Source: an optimization exercise on an open RTL-to-GDS flow (aim: small area and a short achievable clock period). Production flows keep margins and buffers that such runs may drop. Where RTL was checked, it was by simulation tests only, not by an equivalence proof against the original. Only the layout flow was run in run 1; the RTL was not checked for function there.

==> flow/design.v, too long to show whole: its modules and the start of the top module <==
// module SRGL: 6697 lines
// module srgl_fa: 4 lines
// module srgl_nor: 3 lines
// module srgl_inv: 3 lines
// module srgl_nand: 3 lines
// module srgl_nor2: 3 lines
// module srgl_andn: 3 lines
// module srgl_orn: 3 lines
// module srgl_aoi: 3 lines
// module srgl_oai: 3 lines
// module srgl_ha: 4 lines
module SRGL(
    input wire clk,
    input wire reset,
    input wire mov,
    input wire signed [31:0] mpu_valor,
    input wire [7:0] letra_base,
    input wire mpu_valid,
    output reg ready,
    output reg [7:0] letra_final
);
  // ...
==> flow/run.sh <==
#!/bin/bash
# synth_recipe.tcl (not shown) runs the flow's synth.tcl, then flattens the netlist and writes it again
# the make line also repeats each setting of config.mk as NAME=value (left out here)
make -C /OpenROAD-flow-scripts/flow DESIGN_CONFIG=/design/flow/config.mk WORK_HOME=/design/flow/orfs CLKGATE_MAP_FILE= SYNTH_SCRIPT=/design/flow/synth_recipe.tcl finish
==> flow/config.mk <==
export PLATFORM = sky130hd
export DESIGN_NAME = SRGL
export DESIGN_NICKNAME = SRGL
export VERILOG_FILES = /design/flow/design.v
export SDC_FILE = /design/flow/constraint.sdc
export NUM_CORES = 4
export LEC_CHECK = 0
export ABC_AREA = 0
export CAP_MARGIN = 20
export CORE_MARGIN = 2
export CORE_UTILIZATION = 65
export CTS_CLUSTER_DIAMETER = 80
export CTS_CLUSTER_SIZE = 30
export SLEW_MARGIN = 20
export SYNTH_HIERARCHICAL = 1
export SYNTH_MINIMUM_KEEP_SIZE = 0
==> flow/constraint.sdc <==
create_clock -name core_clock -period 90.0 [get_ports {clk}]
set_input_delay 18.0000 -clock core_clock [delete_from_list [all_inputs] [get_ports {clk}]]
set_output_delay 18.0000 -clock core_clock [all_outputs]
set_load 0.01 [all_outputs]
==> results by group, run 1 <==
STA
  – Tmin final: 30,540 ps
  – Fmax: 0.0327 GHz
  – Setup repair after global routing missed its margin: false
  – Slew headroom: 0.299

Cells and area
  – Share of the core filled with cells: 0.699
  – Most common cell after layout, fill and taps aside: fa_1
  – Multi-input gate area in the final layout: 33,100 um2
  – Final Cell Area: 50,900 um2
  – Proportion of cell area occupied by registers: 0.276
  – Non-clock buffering overhead: 0.0130
  – FF+latch area: 14,000 um2
  – Clock-cell share of area: 0.0264

Global routing
  – Vias in the first global route: 31.6k

Synth
  – Register area share after synthesis: 0.294
  – Net Count, Synth: 4,934
  – Post-Synth XOR/XNOR Area: 0.132
  – Largest area contributor in the netlist: fa_1
  – Multiplexer share of the synthesized area: 0.00223

CTS
  – CTS root buf: clkbuf_16
  – Worst skew pair latency: 610 ps
  – H-Tree Depth: 2
  – Post-cts repair resize count: 0

Status
  – Status: no timing/DRC/antenna violations

Critical path
  – Critical path capture point type: register
  – CP Launch Type: input pin
  – Crit path buffers/inverters: 6

Placed design
  – Placed Instance Area: 49,600 um2

Drt
  – Routed len/inst: 25.1 um
  – Met1 Wirelength: 52,100 um

Floorplan
  – Die width: 275 um

Hold path
  – Worst hold path class: register to register
==> inputs of run 2 (changes only) <==
--- a/flow/design.v
+++ b/flow/design.v
@@ -112,20 +112,17 @@
 wire [15:0] zz;                                   
 wire [13:0] mx = -zz[13:0];
 wire [6:0] mxh = ~zz[15:9] + {6'd0, (zz[8:0] == 9'd0)};   
 wire [7:0] dmax = {hmax[6], hmax} - {mxh[6], mxh};
 wire [7:0] dmin = {mxh[6], mxh} - {hmin[6], hmin};
 wire span_ok = (dmax[7] | ~|dmax[6:4]) & (dmin[7] | ~|dmin[6:4]);    
 wire [1:0] msel = {letra_base[3], letra_base[3] ? letra_base[2] : letra_base[1]};    
 wire [15:0] mf;
-genvar g;
-generate for (g = 0; g < 16; g = g + 1) begin : mfg
-    assign mf[g] = (msel == 2'd0) ? g[0] : (msel == 2'd1) ? g[1] : (msel == 2'd2) ? g[2] : g[3];
-end endgenerate
+srgl_dec u_dec (.b(letra_base[3:1]), .mf(mf));
 reg [14:0] qsel;
 always @(*) begin
     case (msel)
         2'd0: qsel = 15'd4525;
         2'd1: qsel = 15'd13522;
         2'd2: qsel = 15'd4505;
         default: qsel = 15'd13493;
     endcase
@@ -6697,16 +6694,34 @@
 endmodule
 module srgl_fa(input wire a, input wire b, input wire c, output wire s, output wire co);
 assign s = a ^ b ^ c;
 assign co = (a & b) | (a & c) | (b & c);
 endmodule
 module srgl_nor(input wire a, input wire b, output wire y);
 assign y = ~(a | b);
 endmodule
+module srgl_dec(input wire [3:1] b, output wire [15:0] mf);
+assign mf[0] = b[3] ? 1'b0 : 1'b0;
+assign mf[1] = b[3] ? 1'b0 : ~b[1];
+assign mf[2] = b[3] ? 1'b0 : b[1];
+assign mf[3] = b[3] ? 1'b0 : 1'b1;
+assign mf[4] = b[3] ? ~b[2] : 1'b0;
+assign mf[5] = b[3] ? ~b[2] : ~b[1];
+assign mf[6] = b[3] ? ~b[2] : b[1];
+assign mf[7] = b[3] ? ~b[2] : 1'b1;
+assign mf[8] = b[3] ? b[2] : 1'b0;
+assign mf[9] = b[3] ? b[2] : ~b[1];
+assign mf[10] = b[3] ? b[2] : b[1];
+assign mf[11] = b[3] ? b[2] : 1'b1;
+assign mf[12] = b[3] ? 1'b1 : 1'b0;
+assign mf[13] = b[3] ? 1'b1 : ~b[1];
+assign mf[14] = b[3] ? 1'b1 : b[1];
+assign mf[15] = b[3] ? 1'b1 : 1'b1;
+endmodule
 module srgl_inv(input wire a, output wire y);
 assign y = ~a;
 endmodule
 module srgl_nand(input wire a, input wire b, output wire y);
 assign y = ~(a & b);
 endmodule
 module srgl_nor2(input wire a, input wire b, output wire y);
 assign y = ~(a | b);
==> results by group, run 2 <==
Critical path
  – R2r setup slk: 67,350 ps (was 66,600 ps)
  – Critical path launch point: letra_base[3] (was letra_base[1])
  – CP most frequent cell: fa_1 (unchanged)
  – Worst path depth: 41 (was 40)
  – CP delay by family, top: adder cells (unchanged)
  – Crit path to: letra_final[2] (unchanged)
  – Crit path buffers/inverters: 7 (was 6)
  – Critical path type: input pin to register (unchanged)
  – Critical path capture point type: register (unchanged)
  – CP arrival: 30,620 ps (was 31,070 ps)
  – Worst path required time: 90,520 ps (was 90,540 ps)
  – Cells on worst reg2reg path: 68 (was 65)
  – Reg-to-reg startpoint: acc[20] (unchanged)
  – RR Endpoint: letra_final[2] (unchanged)
  – Critical-path top delay cell: buf_4 (was clkdlybuf4s50_1)
  – CP max FO: 43 (was 46)
  – CP Launch Type: input pin (unchanged)
  – CP max stage delay: 610 ps (was 900 ps)

Run
  – Max_cap viols: 0 (unchanged)

Status
  – Status: no timing/DRC/antenna violations (unchanged)

STA
  – Max Slew Vio Count: 0 (unchanged)
  – Tmin final: 30,090 ps (was 30,540 ps)
  – Slew headroom: 0.268 (was 0.299)
  – Worst-margin pin slew: 1100 ps (was 1050 ps)
  – Final period utilization: 0.334 (was 0.339)
  – Skew final: 22.9 ps (was 28.4 ps)
  – Setup repair after global routing missed its margin: false (unchanged)
  – Setup TNS: 0 ps (unchanged)
  – Fmax: 0.0332 GHz (was 0.0327 GHz)
  – Final hold vios: 0 (unchanged)
  – Final setup vio count: 0 (unchanged)

CTS
  – Post-cts repair resize count: 0 (unchanged)
  – Hold buffer count at CTS: 0 (unchanged)
  – Clock sinks: 470 (unchanged)
  – CTS buffer count: 38 (was 37)
  – CTS tree: built (unchanged)
  – Clock tree buffer depth: 3 (unchanged)
  – H-Tree Depth: 2 (unchanged)
  – CTS root buf: clkbuf_16 (unchanged)
  – Worst skew pair latency: 610 ps (about the same)
  – Clk slew on worst S/H paths: 80 ps (about the same)
  – Post-CTS Setup Repair Bufs: 0 (unchanged)

Placed design
  – Gpl congestion: 0.905 (was 0.973)
  – PortBufs: 36 (unchanged)
  – Post-DP HPWL: 96,500 um (was 97,300 um)

Global routing
  – Pin count of the biggest net entering global routing: 172 (was 173)
  – Initial antenna violation count: 0 (was 1)
  – GRT Overall Usage: 0.332 (was 0.340)
  – GRT overflow: 0 (unchanged)
  – First-pass GRT wire length: 184,000 um (was 189,000 um)
  – Vias in the first global route: 31.0k (was 31.6k)

Cells and area
  – Flip-flop count of the largest register after layout: 21 (unchanged)
  – Share of layout cells above drive strength 1: 0.0881 (was 0.0872)
  – Final nets: 5,024 (was 5,019)
  – Synth-to-layout area growth: 7.00% (was 6.76%)
  – FILL cells: 5,178 (was 5,180)
  – Ant diodes: 0 (unchanged)
  – Most common cell after layout, fill and taps aside: fa_1 (unchanged)
  – Most frequent cells in the layout: fa_1 (789), nor2_1 (626), edfxtp_1 (455), xor2_1 (384), ha_1 (301) (was fa_1 (789), nor2_1 (615), edfxtp_1 (455), xnor2_1 (376), ha_1 (301))
  – Largest register by flop count: acc (unchanged)

Synth
  – Mapped Area: 47,500 um2 (was 47,700 um2)
  – Net Count, Synth: 4,945 (was 4,934)
  – Cell count after synthesis: 3,809 (was 3,798)
  – Yosys Warn Count: 7 (unchanged)
  – Avg Cell Area, Syn: 12.5 um2 (was 12.6 um2)

Hold path
  – Worst hold path class: register to register (unchanged)

Drt
  – Iter 0 DRT Violations: 2,347 (was 2,509)
  – Drt first pass iters: 6 (unchanged)
  – Final wirelength: 119,000 um (was 122,000 um)
  – Final ANT Viol Nets: 0 (unchanged)
  – Via density: 5.91 (was 6.02)
  – Residual DRC: 0 (unchanged)
  – Routed len/inst: 24.3 um (was 25.1 um)
  – Vias: 28.8k (was 29.3k)

Floorplan
  – IO Count: 53 (unchanged)
  – Die area: 75,300 um2 (was 75,600 um2)
  – Rows: 99 (unchanged)
  – Starting density of the core: 0.654 (was 0.655)
  – Core Box Area: 72,700 um2 (was 72,800 um2)
  – Die width: 274 um (was 275 um)
  – Die Y: 274 um (was 275 um)
==> run 2: layer usage <==
metal / share of wire / wire (um) / vias to the layer above / global-route usage
met2: 0.47 / 55500 / 963 / 0.528
li1: - / - / 12800 / -
met3: 0.064 / 7580 / 169 / 0.0394
met5: 0 / 0 / - / 0
met1: 0.43 / 51000 / 14880 / 0.478
met4: 0.038 / 4560 / 0 / 0.114
==> run 2: worst register-to-register path: cells and delay by family (launching register included) <==
family	cells	cell delay (ps)
multiplexers	1	380
adder cells (fa/ha/maj)	36	15300
XOR/XNOR	7	1410
buffers and inverters	7	1410
AO/OA/AOI/OAI	8	1690
AND/OR/NAND/NOR	9	1880
flip-flops	1	550
==> run 2: worst min-delay path by stage <==
stage / slack (ps) / to / cells past startpoint / start
global placement: 410 / ready / 0 / buffer_full
CTS: 440 / ready / 0 / buffer_full
finish: 430 / ready / 0 / buffer_full
global route: 450 / ready / 0 / buffer_full
detailed placement: 410 / ready / 0 / buffer_full
floorplan: 390 / ready / 0 / buffer_full
==> run 2: layout make-up <==
class | instances | area (um2) | area share
multi-input combinational | 3140 | 32900 | 0.646
sequential | 470 | 14000 | 0.276
tap | 959 | 1200 | 0.0236
clock buffer | 44 | 1070 | 0.0210
timing repair buffer | 73 | 646 | 0.0127
inverter | 165 | 628 | 0.0123
clock inverter | 24 | 400 | 0.00787
==> run 2: per-stage QoR <==
step                hold WS (ps)  area (um2)  utilization  setup slack (ps)  instances
floorplan                    387       47500            -             60760       3809
global placement             409       49400        0.680             59650       4807
detailed placement           415       49400        0.680             59480       4807
CTS                          441       50900        0.700             60090       4875
global route                 447       50900        0.700             59310       4875
finish                       435       50900        0.700             59910       4875
==> inputs of run 3 (changes only) <==
--- a/flow/config.mk
+++ b/flow/config.mk
@@ -5,7 +5,7 @@
 export SDC_FILE = /design/flow/constraint.sdc
 export NUM_CORES = 4
 export LEC_CHECK = 0
-export ABC_AREA = 0
+export ABC_AREA = 1
 export CAP_MARGIN = 20
 export CORE_MARGIN = 2
 export CORE_UTILIZATION = 65
==> results by group, run 3 <==
CTS
  – H-Tree Depth: 2 (unchanged)
  – Clock sinks: 470 (unchanged)
  – Post-cts repair resize count: 0 (unchanged)
  – Hold buffer count at CTS: 0 (unchanged)
  – Worst skew pair latency: 620 ps (was 610 ps)
  – CTS root buf: clkbuf_16 (unchanged)
  – Clock tree buffer depth: 3 (unchanged)
  – CTS tree: built (unchanged)
  – Post-CTS Setup Repair Bufs: 0 (unchanged)
  – Clk slew on worst S/H paths: 100 ps (was 80 ps)
  – CTS buffer count: 38 (unchanged)

Critical path
  – CP arrival: 30,420 ps (was 30,620 ps)
  – Critical path type: input pin to register (unchanged)
  – Critical-path top delay cell: buf_4 (unchanged)
  – R2r setup slk: 67,350 ps (about the same)
  – CP max stage delay: 700 ps (was 610 ps)
  – Critical path capture point type: register (unchanged)
  – Worst path required time: 90,540 ps (was 90,520 ps)
  – CP Launch Type: input pin (unchanged)
  – Cells on worst reg2reg path: 73 (was 68)
  – CP max FO: 51 (was 43)

Placed design
  – Post-DP HPWL: 94,900 um (was 96,500 um)
  – Total placed cells including tap cells: 4,910 (was 4,807)
  – Placed Instance Area: 49,200 um2 (was 49,400 um2)
  – Gpl congestion: 0.917 (was 0.905)
  – PortBufs: 36 (unchanged)
  – Dpl ws: 59,700 ps (was 59,480 ps)

STA
  – Max Slew Vio Count: 0 (unchanged)
  – Slew headroom: 0.335 (was 0.268)
  – Final hold vios: 0 (unchanged)
  – Tmin final: 29,890 ps (was 30,090 ps)
  – Final period utilization: 0.332 (was 0.334)
  – Fmax: 0.0335 GHz (was 0.0332 GHz)
  – Worst-margin pin slew: 997 ps (was 1100 ps)
  – Hold WS: 449 ps (was 435 ps)
  – Setup TNS: 0 ps (unchanged)
  – PnR worst setup slack: 60,110 ps (was 59,910 ps)
  – Setup repair after global routing missed its margin: false (unchanged)
  – Skew final: 41.1 ps (was 22.9 ps)
  – Final setup vio count: 0 (unchanged)

Global routing
  – GRT Overall Usage: 0.331 (was 0.332)
  – Initial antenna violation count: 1 (was 0)
  – Vias in the first global route: 31.6k (was 31.0k)
  – First-pass GRT wire length: 183,000 um (was 184,000 um)
  – GRT overflow: 0 (unchanged)
  – Pin count of the biggest net entering global routing: 85 (was 172)

Cells and area
  – Final Cell Area: 50,500 um2 (was 50,900 um2)
  – Share of the core filled with cells: 0.704 (was 0.700)
  – Multi-input gate area in the final layout: 32,300 um2 (was 32,900 um2)
  – Share of layout cells above drive strength 1: 0.0815 (was 0.0881)
  – FF+latch area: 14,000 um2 (unchanged)
  – Most common cell after layout, fill and taps aside: fa_1 (unchanged)
  – Flip-flop count of the largest register after layout: 21 (unchanged)
  – FILL cells: 5,018 (was 5,178)
  – Synth-to-layout area growth: 6.75% (was 7.00%)
  – Final nets: 5,136 (was 5,024)
  – Ant diodes: 0 (unchanged)
  – Fin cells: 4,977 (was 4,875)
  – Most frequent cells in the layout: fa_1 (789), nor2_1 (637), edfxtp_1 (455), xor2_1 (402), ha_1 (301) (was fa_1 (789), nor2_1 (626), edfxtp_1 (455), xor2_1 (384), ha_1 (301))
  – Largest register by flop count: acc (unchanged)

Drt
  – Final ANT Viol Nets: 0 (unchanged)
  – Iter 0 DRT Violations: 2,565 (was 2,347)
  – Routed len/inst: 23.7 um (was 24.3 um)
  – Drt first pass iters: 6 (unchanged)
  – Vias: 29.0k (was 28.8k)
  – Residual DRC: 0 (unchanged)
  – Via density: 5.82 (was 5.91)
  – Final wirelength: 118,000 um (was 119,000 um)

Run
  – Max_cap viols: 0 (unchanged)

Synth
  – Avg Cell Area, Syn: 12.1 um2 (was 12.5 um2)
  – Mapped Area: 47,300 um2 (was 47,500 um2)
  – Cell count after synthesis: 3,916 (was 3,809)
  – Yosys Warn Count: 7 (unchanged)
  – Net Count, Synth: 5,052 (was 4,945)

Status
  – Status: no timing/DRC/antenna violations (unchanged)

Floorplan
  – Core Box Area: 71,700 um2 (was 72,700 um2)
  – Rows: 98 (was 99)
  – IO Count: 53 (unchanged)
  – Die Y: 274 um (about the same)
  – Die width: 274 um (about the same)
  – Die area: 75,000 um2 (was 75,300 um2)
  – Starting density of the core: 0.660 (was 0.654)

Hold path
  – Worst hold path class: register to register (unchanged)
  – Worst hold stages: 0 (unchanged)
run 3: layout make-up:
type                       count  area share
clock buffer                  39      0.0193
clock inverter                28     0.00698
inverter                     256      0.0190
multi-input combinational   3161       0.640
sequential                   470       0.278
tap                          950      0.0235
timing repair buffer          73      0.0127
run 3: path summary, 6_finish.rpt:
kind                                    start        endpoint
worst max-delay path            letra_base[3]  letra_final[1]
worst min-delay path                  sr28[0]         sr29[0]
worst max register to register        acc[20]  letra_final[1]
worst min register to register        sr28[0]         sr29[0]
max in group asynchronous               reset  letra_final[7]
min in group asynchronous               reset  letra_final[6]
run 3: routing by layer:
layer / vias up / part of all wire / global-route usage
li1: 12979 / - / -
met4: 2 / 0.031 / 0.0955
met5: - / 0.00011 / 0
met3: 147 / 0.067 / 0.0392
met1: 14894 / 0.43 / 0.481
met2: 962 / 0.47 / 0.532
run 3: critical path: cells and delay by family:
| family | cells | cell delay, ps |
|---|---|---|
| adders and majority gates | 9 | 4270 |
| AOI/OAI and AO/OA | 15 | 2870 |
| and+or+nand+nor | 8 | 2830 |
| buffers and inverters | 6 | 2000 |
| xor gates and xnor gates | 2 | 390 |
==> inputs of run 4 (changes only) <==
--- a/flow/config.mk
+++ b/flow/config.mk
@@ -11,6 +11,7 @@
 export CORE_UTILIZATION = 65
 export CTS_CLUSTER_DIAMETER = 80
 export CTS_CLUSTER_SIZE = 30
+export PLACE_DENSITY = 0.88
 export SLEW_MARGIN = 20
 export SYNTH_HIERARCHICAL = 1
 export SYNTH_MINIMUM_KEEP_SIZE = 0
==> results by group, run 4 <==
STA
  – Final setup vio count: 0 (unchanged)
  – Max Slew Vio Count: 0 (unchanged)
  – Worst-margin pin slew: 1080 ps (was 997 ps)
  – Setup repair after global routing missed its margin: false (unchanged)
  – Final period utilization: 0.330 (was 0.332)
  – Hold WS: 463 ps (was 449 ps)
  – Tmin final: 29,690 ps (was 29,890 ps)
  – Skew final: 26.0 ps (was 41.1 ps)
  – Setup TNS: 0 ps (unchanged)
  – Final hold vios: 0 (unchanged)
  – Slew headroom: 0.277 (was 0.335)
  – Fmax: 0.0337 GHz (was 0.0335 GHz)

Global routing
  – GRT overflow: 0 (unchanged)
  – Pin count of the biggest net entering global routing: 80 (was 85)
  – Vias in the first global route: 32.6k (was 31.6k)
  – First-pass GRT wire length: 182,000 um (was 183,000 um)
  – Initial antenna violation count: 0 (was 1)
  – GRT Overall Usage: 0.322 (was 0.331)

Critical path
  – Critical path type: input pin to register (unchanged)
  – Cells on worst reg2reg path: 73 (unchanged)
  – Critical-path top delay cell: clkdlybuf4s50_1 (was buf_4)
  – Critical path capture point type: register (unchanged)
  – RR Endpoint: letra_final[1] (unchanged)
  – CP max stage delay: 660 ps (was 700 ps)
  – CP arrival: 30,260 ps (was 30,420 ps)
  – CP Launch Type: input pin (unchanged)
  – CP most frequent cell: fa_1
  – Worst path required time: 90,570 ps (was 90,540 ps)
  – CP max FO: 45 (was 51)
  – Reg-to-reg startpoint: acc[20] (unchanged)
  – R2r setup slk: 67,680 ps (was 67,350 ps)

Floorplan
  – Die Y: 274 um (unchanged)
  – Starting density of the core: 0.660 (unchanged)
  – Rows: 98 (unchanged)
  – IO Count: 53 (unchanged)
  – Core Box Area: 71,700 um2 (unchanged)
  – Die width: 274 um (unchanged)
  – Die area: 75,000 um2 (unchanged)

Drt
  – Final wirelength: 116,000 um (was 118,000 um)
  – Final ANT Viol Nets: 0 (unchanged)
  – Residual DRC: 0 (unchanged)
  – Drt first pass iters: 5 (was 6)
  – Routed len/inst: 23.3 um (was 23.7 um)
  – Via density: 6.08 (was 5.82)
  – Vias: 30.2k (was 29.0k)
  – Iter 0 DRT Violations: 3,381 (was 2,565)

Cells and area
  – Largest register by flop count: acc (unchanged)
  – FILL cells: 4,504 (was 5,018)
  – Share of layout cells above drive strength 1: 0.0792 (was 0.0815)
  – Final nets: 5,130 (was 5,136)
  – Synth-to-layout area growth: 6.27% (was 6.75%)
  – Ant diodes: 0 (unchanged)
  – Most frequent cells in the layout: fa_1 (789), nor2_1 (637), edfxtp_1 (455), xor2_1 (402), ha_1 (301) (unchanged)
  – Flip-flop count of the largest register after layout: 21 (unchanged)
  – Most common cell after layout, fill and taps aside: fa_1 (unchanged)

CTS
  – H-Tree Depth: 1 (was 2)
  – CTS tree: built (unchanged)
  – Clock sinks: 470 (unchanged)
  – Post-CTS Setup Repair Bufs: 0 (unchanged)
  – Clk slew on worst S/H paths: 100 ps (about the same)
  – Hold buffer count at CTS: 0 (unchanged)
  – Clock tree buffer depth: 3 (unchanged)
  – Worst skew pair latency: 650 ps (was 620 ps)
  – CTS root buf: clkbuf_16 (unchanged)
  – Post-cts repair resize count: 0 (unchanged)
  – CTS buffer count: 31 (was 38)

Synth
  – Mapped Area: 47,300 um2 (unchanged)
  – Net Count, Synth: 5,052 (unchanged)
  – Yosys Warn Count: 7 (unchanged)
  – Avg Cell Area, Syn: 12.1 um2 (unchanged)
  – Cell count after synthesis: 3,916 (unchanged)

Hold path
  – Hold path endpoint: sr1[0] (was sr29[0])
  – Worst hold stages: 0 (unchanged)
  – Min-delay src: sr0[0] (was sr28[0])
  – Worst hold path class: register to register (unchanged)

Run
  – Max_cap viols: 0 (unchanged)

Placed design
  – Gpl congestion: 0.940 (was 0.917)
  – PortBufs: 36 (unchanged)
  – Post-DP HPWL: 92,300 um (was 94,900 um)

Status
  – Status: no timing/DRC/antenna violations (unchanged)
[run 4: critical path: cells and delay by family]
kind / cells / cell delay (ps)
buf+inv: 4 / 2090
simple gates: 9 / 2480
compound gates: 13 / 2430
xor+xnor: 2 / 410
fa+ha+maj: 10 / 4770
[run 4: cell type report]
class                      instances  area, um2  share of cell area
clock buffer                      34        797              0.0158
tap                              950       1190              0.0236
multi-input combinational       3161      32300               0.643
timing repair buffer              74        641              0.0127
clock inverter                    22        307             0.00610
sequential                       470      14000               0.279
inverter                         256        962              0.0191
[run 4: routing by layer]
layer  up-vias  GRT usage  routed length [um]  share of wire
met1     15226      0.434               43000           0.37
li1      12974          -                   -              -
met3       312     0.0496               11600           0.10
met4         0      0.167                7220          0.062
met2      1695      0.510               54100           0.47
met5         -          0                   0              0
[run 4: worst max path at each step]
stage                        from             end  slack (ps)  depth (start not counted)
floorplan               mpu_valid    write_ptr[4]       51090                          8
global placement    letra_base[2]  letra_final[1]       60260                         38
detailed placement  letra_base[2]  letra_final[1]       59970                         38
CTS                 letra_base[2]  letra_final[1]       60650                         38
global route        letra_base[2]  letra_final[1]       60050                         38
finish              letra_base[2]  letra_final[1]       60310                         38
[run 4: metrics by stage]
stage / instances / cell area, um2 / utilization / setup WS [ps]
6_report: 4967 / 50300 / 0.701 / 60310
5_1_grt: 4967 / 50300 / 0.701 / 60050
4_1_cts: 4967 / 50300 / 0.701 / 60650
3_5_place_dp: 4911 / 49200 / 0.686 / 59970
3_3_place_gp: 4911 / 49200 / 0.686 / 60260
2_1_floorplan: 3916 / 47300 / - / 51090
==> inputs of run 5 (changes only) <==
--- a/flow/config.mk
+++ b/flow/config.mk
@@ -11,7 +11,7 @@
 export CORE_UTILIZATION = 65
 export CTS_CLUSTER_DIAMETER = 80
 export CTS_CLUSTER_SIZE = 30
-export PLACE_DENSITY = 0.88
+export PLACE_DENSITY = 0.75
 export SLEW_MARGIN = 20
 export SYNTH_HIERARCHICAL = 1
 export SYNTH_MINIMUM_KEEP_SIZE = 0
==> results by group, run 5 <==
Drt
  – Max Used Layer: met4 (unchanged)
  – Met2 WL: 49,500 um (was 54,100 um)
  – Final wirelength: 111,000 um (was 116,000 um)
  – Iter 0 DRT Violations: 2,590 (was 3,381)
  – Final ANT Viol Nets: 0 (unchanged)
  – Vias: 28.7k (was 30.2k)
  – Residual DRC: 0 (unchanged)
  – Via density: 5.77 (was 6.08)
  – Routed len/inst: 22.4 um (was 23.3 um)
  – Met1 Wirelength: 48,300 um (was 43,000 um)
  – Wire length on met3: 8690 um (was 11,600 um)
  – Drt first pass iters: 6 (was 5)

CTS
  – Post-CTS Setup Repair Bufs: 0 (unchanged)
  – CTS root buf: clkbuf_16 (unchanged)
  – Post-cts repair resize count: 0 (unchanged)
  – Hold buffer count at CTS: 0 (unchanged)
  – Clock sinks: 470 (unchanged)
  – Clk slew on worst S/H paths: 80 ps (was 100 ps)
  – CTS tree: built (unchanged)
  – CTS buffer count: 37 (was 31)
  – Worst skew pair latency: 610 ps (was 650 ps)
  – Clock tree buffer depth: 3 (unchanged)
  – H-Tree Depth: 2 (was 1)

Critical path
  – Reg-to-reg startpoint: acc[20] (unchanged)
  – RR Endpoint: letra_final[1] (unchanged)
  – CP max FO: 26 (was 45)
  – R2r setup slk: 67,840 ps (was 67,680 ps)
  – Critical path type: input pin to register (unchanged)
  – Cells on worst reg2reg path: 73 (unchanged)
  – Critical-path top delay cell: fa_1 (was clkdlybuf4s50_1)
  – CP Launch Type: input pin (unchanged)
  – CP most frequent cell: fa_1 (unchanged)
  – CP arrival: 29,890 ps (was 30,260 ps)
  – Critical path capture point type: register (unchanged)
  – Worst path required time: 90,510 ps (was 90,570 ps)
  – CP max stage delay: 570 ps (was 660 ps)

Cells and area
  – FILL cells: 5,064 (was 4,504)
  – Synth-to-layout area growth: 6.63% (was 6.27%)
  – FF+latch area: 14,000 um2 (unchanged)
  – Ant diodes: 0 (unchanged)
  – Largest register by flop count: acc (unchanged)
  – Share of the core filled with cells: 0.703 (was 0.701)
  – Share of layout cells above drive strength 1: 0.0814 (was 0.0792)
  – Most frequent cells in the layout: fa_1 (789), nor2_1 (637), edfxtp_1 (455), xor2_1 (402), ha_1 (301) (unchanged)
  – Final nets: 5,136 (was 5,130)
  – Flip-flop count of the largest register after layout: 21 (unchanged)
  – Multi-input gate area in the final layout: 32,300 um2 (unchanged)
  – Most common cell after layout, fill and taps aside: fa_1 (unchanged)

Hold path
  – Worst hold stages: 0 (unchanged)
  – Hold path endpoint: sr22[0] (was sr1[0])
  – Worst hold path class: register to register (unchanged)
  – Min-delay src: sr21[0] (was sr0[0])

Global routing
  – Vias in the first global route: 29.3k (was 32.6k)
  – GRT Overall Usage: 0.313 (was 0.322)
  – GRT overflow: 0 (unchanged)
  – Initial antenna violation count: 0 (unchanged)
  – First-pass GRT wire length: 173,000 um (was 182,000 um)
  – Pin count of the biggest net entering global routing: 166 (was 80)

Floorplan
  – Die Y: 274 um (unchanged)
  – Die area: 75,000 um2 (unchanged)
  – IO Count: 53 (unchanged)
  – Rows: 98 (unchanged)
  – Core Box Area: 71,700 um2 (unchanged)
  – Die width: 274 um (unchanged)
  – Starting density of the core: 0.660 (unchanged)

STA
  – Worst-margin pin slew: 1050 ps (was 1080 ps)
  – Setup repair after global routing missed its margin: false (unchanged)
  – Final period utilization: 0.326 (was 0.330)
  – Tmin final: 29,380 ps (was 29,690 ps)
  – Slew headroom: 0.303 (was 0.277)
  – Fmax: 0.0340 GHz (was 0.0337 GHz)
  – Final setup vio count: 0 (unchanged)
  – Setup TNS: 0 ps (unchanged)
  – Final hold vios: 0 (unchanged)
  – Max Slew Vio Count: 0 (unchanged)
  – Skew final: 33.6 ps (was 26.0 ps)

Synth
  – Mapped Area: 47,300 um2 (unchanged)
  – Net Count, Synth: 5,052 (unchanged)
  – Avg Cell Area, Syn: 12.1 um2 (unchanged)
  – Cell count after synthesis: 3,916 (unchanged)
  – Yosys Warn Count: 7 (unchanged)

Status
  – Status: no timing/DRC/antenna violations (unchanged)

Run
  – Max_cap viols: 0 (unchanged)

Placed design
  – PortBufs: 36 (unchanged)
  – Post-DP HPWL: 90,100 um (was 92,300 um)
  – Gpl congestion: 0.891 (was 0.940)
-- run 5: worst max-delay path by stage --
stage / from / end / slack [ps] / depth (start not counted)
2_1_floorplan: mpu_valid / write_ptr[4] / 51090 / 8
3_5_place_dp: letra_base[3] / letra_final[1] / 60090 / 39
4_1_cts: letra_base[3] / letra_final[1] / 60680 / 39
6_report: letra_base[3] / letra_final[1] / 60620 / 39
5_1_grt: letra_base[3] / letra_final[1] / 60090 / 39
3_3_place_gp: letra_base[3] / letra_final[1] / 60260 / 39
-- run 5: layout make-up --
type                    count  share of cell area
flip-flops and latches    470               0.278
inverters                 256              0.0191
multi-input cells        3161               0.641
well taps                 950              0.0236
repair buffers             74              0.0129
clock inverters            26             0.00511
clock buffers              41              0.0199
-- run 5: through the flow --
step | setup slack (ps) | hold slack (ps) | std cells | cell area (um2)
finish | 60620 | 463 | 4978 | 50500
global route | 60090 | 471 | 4978 | 50500
global placement | 60260 | 435 | 4911 | 49200
detailed placement | 60090 | 446 | 4911 | 49200
floorplan | 51090 | 375 | 3916 | 47300
CTS | 60680 | 464 | 4978 | 50500
-- run 5: critical path, delay by kind of cell --
family / cells / cell delay [ps]
compound gates: 15 / 2920
xor+xnor: 2 / 420
fa+ha+maj: 9 / 4320
buf+inv: 5 / 1520
simple gates: 8 / 2670
-- run 5: metal layers --
layer	vias up	GRT usage
met1	14469	0.468
li1	12998	-
met2	1082	0.468
met4	0	0.123
met3	181	0.0451
met5	-	0

## separate check: timing with driven ports
No port has a modelled driver above. Below, the same layouts with a new extraction and two added sets of constraints. Step 1 (the two cells are an assumption about what drives the block):
set clk [get_ports {clk}]
set_driving_cell -lib_cell sky130_fd_sc_hd__clkbuf_16 $clk
set_driving_cell -lib_cell sky130_fd_sc_hd__buf_2 [delete_from_list [all_inputs] $clk]
Step 2, shift: input delay + t, output delay - t, t = (earliest + latest rising clock arrival at the registers) / 2. This alone moves slack from input paths to output paths. Slacks: no drivers / after step 1 / after step 2; pairs: no drivers / after step 1.
run | t (ns) | setup WS [ns] | hold WS [ns] | worst setup path at the end | worst data-port slew with drivers (ns)
run 1 | 0.664 | 59.465 / 59.504 / 58.840 | 0.466 / 0.466 / 0.466 | input to register | 0.07
run 2 | 0.662 | 59.905 / 59.948 / 59.286 | 0.435 / 0.435 / 0.435 | input to register | 0.04
run 3 | 0.668 | 60.114 / 60.156 / 59.488 | 0.449 / 0.449 / 0.449 | input to register | 0.04
run 4 | 0.702 | 60.312 / 60.353 / 59.652 | 0.463 / 0.463 / 0.463 | input to register | 0.05
run 5 | 0.664 | 60.616 / 60.661 / 59.997 | 0.463 / 0.463 / 0.463 | input to register | 0.04
After both steps setup and hold are still met in every run listed. The setup slack of run 4, which loses most, moves by +0.041 ns with the drivers and by -0.660 ns with both steps.
